This is an optimization exercise on Yosys and OpenROAD, whose aim is small area, not a production implementation.
The RTL was checked by simulation tests, not by an equivalence proof against the original design.

==> exp/maple <==
// fir_top
module fir_top (
input                clk,
input                rst_n,
input                coe_sel_vld_i,
input       [1:0]    coe_sel_index_i,
input                coe_reload_vld_i,
input       [15:0]   coe_reload_data_i,
input                data_vld_i,
input       [15:0]   data_i,
output               data_vld_o,
output      [36:0]   data_o
);
export LEC_CHECK = 0
export CAP_MARGIN = 20
export CORE_MARGIN = 2
export CORE_UTILIZATION = 40
export CTS_BUF_LIST = sky130_fd_sc_hd__clkbuf_16
export CTS_CLUSTER_DIAMETER = 80
export CTS_CLUSTER_SIZE = 25
export SETUP_SLACK_MARGIN = 0.2
export SLEW_MARGIN = 20
export SYNTH_HIERARCHICAL = 1
create_clock -name core_clock -period 8.0 [get_ports {clk}]
standard.sh (not shown) runs the stock make flow with config.mk's settings and CLKGATE_MAP_FILE= SYNTH_SCRIPT=/design/flow/synth_recipe.tcl, a recipe that flattens the netlist after the stock synthesis.
==> flow/flow/run.sh <==
#!/bin/bash
# Layout flow: the standard flow (standard.sh) with two changes:
#  - synthesis maps the logic with an area-oriented ABC script (flow/area.abc)
#    instead of ORFS's ABC script; the synthesis passes, flattening and
#    renaming are the standard flow's own (synth_recipe.tcl);
#  - the resizer may not use the largest buffers (buf_8/12/16, bufbuf_8/16):
#    for the fanout trees it builds, buf_6 and smaller meet the limits too.
# Floorplan, power grid, placement, CTS and routing are the standard steps.
# Each tool's output goes to its own log file in this folder.
set -euo pipefail
W=$PWD
EXTRA_DONT_USE="sky130_fd_sc_hd__buf_8 sky130_fd_sc_hd__buf_12 sky130_fd_sc_hd__buf_16 sky130_fd_sc_hd__bufbuf_8 sky130_fd_sc_hd__bufbuf_16"

# ORFS synthesis with only the ABC call changed
sed 's#^\(\s*\)log_cmd abc {\*}\$abc_args$#\1log_cmd abc {*}$lib_args {*}$lib_dont_use_args -script '"$W"'/flow/area.abc#' \
    "$FLOW_HOME/scripts/synth.tcl" > "$W/flow_synth_core.tcl"
grep -q "flow/area.abc" "$W/flow_synth_core.tcl"
# The standard flow's synthesis script, sourcing the copy above
sed 's#^source \$::env(SCRIPTS_DIR)/synth.tcl$#source '"$W"'/flow_synth_core.tcl#' synth_recipe.tcl > "$W/flow_synth.tcl"
grep -q "flow_synth_core.tcl" "$W/flow_synth.tcl"

# the platform's dont-use list plus the extra cells
DU=$(make --no-print-directory -s -C "$FLOW_HOME" DESIGN_CONFIG="$W/config.mk" WORK_HOME="$W/orfs" print-DONT_USE_CELLS 2> "$W/flow_dontuse.log" | sed -n 's/^DONT_USE_CELLS: //p')
echo "$DU" | grep -q "lpflow_bleeder_1"
echo "DONT_USE_CELLS=$DU $EXTRA_DONT_USE" >> "$W/flow_dontuse.log"

# standard.sh with that synthesis script and dont-use list
sed -e 's#SYNTH_SCRIPT=[^ ]*#SYNTH_SCRIPT='"$W"'/flow_synth.tcl#' \
    -e 's#CLKGATE_MAP_FILE= #CLKGATE_MAP_FILE= "DONT_USE_CELLS='"$DU $EXTRA_DONT_USE"'" #' \
    standard.sh > "$W/flow_standard.sh"
grep -q "SYNTH_SCRIPT=$W/flow_synth.tcl" "$W/flow_standard.sh"
grep -q "DONT_USE_CELLS=.*bufbuf_16" "$W/flow_standard.sh"

bash "$W/flow_standard.sh" synth > "$W/flow_synth.log" 2>&1
bash "$W/flow_standard.sh" ${FLOW_TARGET:-} > "$W/flow_layout.log" 2>&1
test -f out/final.def
==> flow/flow/area.abc <==
strash; dch; map -a; topo
==> exp/garnet (differences from exp/maple) <==
--- a/flow/flow/run.sh
+++ b/flow/flow/run.sh
@@ -1,13 +1,17 @@
 #!/bin/bash
-# Layout flow: the standard flow (standard.sh) with two changes:
+# Layout flow: the standard flow (standard.sh) with these changes:
 #  - synthesis maps the logic with an area-oriented ABC script (flow/area.abc)
 #    instead of ORFS's ABC script; the synthesis passes, flattening and
 #    renaming are the standard flow's own (synth_recipe.tcl);
 #  - the resizer may not use the largest buffers (buf_8/12/16, bufbuf_8/16):
-#    for the fanout trees it builds, buf_6 and smaller meet the limits too.
+#    for the fanout trees it builds, buf_6 and smaller meet the limits too;
+#  - clock tree synthesis clusters up to 25 sinks within 80 um per leaf
+#    buffer, uses clkbuf_16 only and adds no dummy loads;
+#  - the ports are buffered with buf_2 cells.
 # Floorplan, power grid, placement, CTS and routing are the standard steps.
 # Each tool's output goes to its own log file in this folder.
 set -euo pipefail
 W=$PWD
+CTS="-sink_clustering_enable -repair_clock_nets -buf_list sky130_fd_sc_hd__clkbuf_16 -sink_clustering_size 25 -sink_clustering_max_diameter 80 -dont_use_dummy_load"
 EXTRA_DONT_USE="sky130_fd_sc_hd__buf_8 sky130_fd_sc_hd__buf_12 sky130_fd_sc_hd__buf_16 sky130_fd_sc_hd__bufbuf_8 sky130_fd_sc_hd__bufbuf_16"
 
@@ -27,8 +31,10 @@
 # standard.sh with that synthesis script and dont-use list
 sed -e 's#SYNTH_SCRIPT=[^ ]*#SYNTH_SCRIPT='"$W"'/flow_synth.tcl#' \
-    -e 's#CLKGATE_MAP_FILE= #CLKGATE_MAP_FILE= "DONT_USE_CELLS='"$DU $EXTRA_DONT_USE"'" #' \
+    -e 's#CLKGATE_MAP_FILE= #CLKGATE_MAP_FILE= "DONT_USE_CELLS='"$DU $EXTRA_DONT_USE"'" "CTS_ARGS='"$CTS"'" "BUFFER_PORTS_ARGS=-buffer_cell sky130_fd_sc_hd__buf_2" #' \
     standard.sh > "$W/flow_standard.sh"
 grep -q "SYNTH_SCRIPT=$W/flow_synth.tcl" "$W/flow_standard.sh"
 grep -q "DONT_USE_CELLS=.*bufbuf_16" "$W/flow_standard.sh"
+grep -q "CTS_ARGS=.*dont_use_dummy_load" "$W/flow_standard.sh"
+grep -q "BUFFER_PORTS_ARGS=-buffer_cell" "$W/flow_standard.sh"
 
 bash "$W/flow_standard.sh" synth > "$W/flow_synth.log" 2>&1
--- a/flow/config.mk
+++ b/flow/config.mk
@@ -8,8 +8,5 @@
 export CAP_MARGIN = 20
 export CORE_MARGIN = 2
-export CORE_UTILIZATION = 40
-export CTS_BUF_LIST = sky130_fd_sc_hd__clkbuf_16
-export CTS_CLUSTER_DIAMETER = 80
-export CTS_CLUSTER_SIZE = 25
+export CORE_UTILIZATION = 50
 export SETUP_SLACK_MARGIN = 0.2
 export SLEW_MARGIN = 20
==> results.txt <==
Setup slack: exp/garnet is higher than exp/maple (0.19 ns).
Of exp/garnet and exp/maple, exp/maple has the higher design area (gap about 2%, measured against exp/maple).
Synthesized area is the same in exp/garnet and exp/maple.
Between exp/garnet and exp/maple, the lower worst hold slack is in exp/maple (gap 0.023 ns).
Flip-flop and latch count is the same in exp/maple and exp/garnet.
Synthesized cell count is the same in exp/garnet and exp/maple.
Of exp/garnet and exp/maple, exp/maple has the higher routed wire length (gap 13%, measured against exp/maple).

-- afterwards: timing with drivers on the ports --
How much do the figures lean on ideal ports? The routed layouts below were timed once more, with nothing changed but the port constraints. Step 1: set_driving_cell puts a clkbuf_16 on clk and a buf_2 on each other input, an assumption about the parent block. Step 2 also shifts input and output timing later by t, the mid clock arrival at the registers, as if the neighbouring blocks saw the same clock. Three values: ideal ports, drivers, drivers and shift; two values: the first two.
run | t (ns) | setup slack, ns | pins driven straight from the clock port
exp/maple | 0.871 | 0.466 / 0.361 / 0.639 | 1
exp/garnet | 0.811 | 0.652 / 0.652 / 0.652 | 1
After both steps every run listed still meets setup and hold.
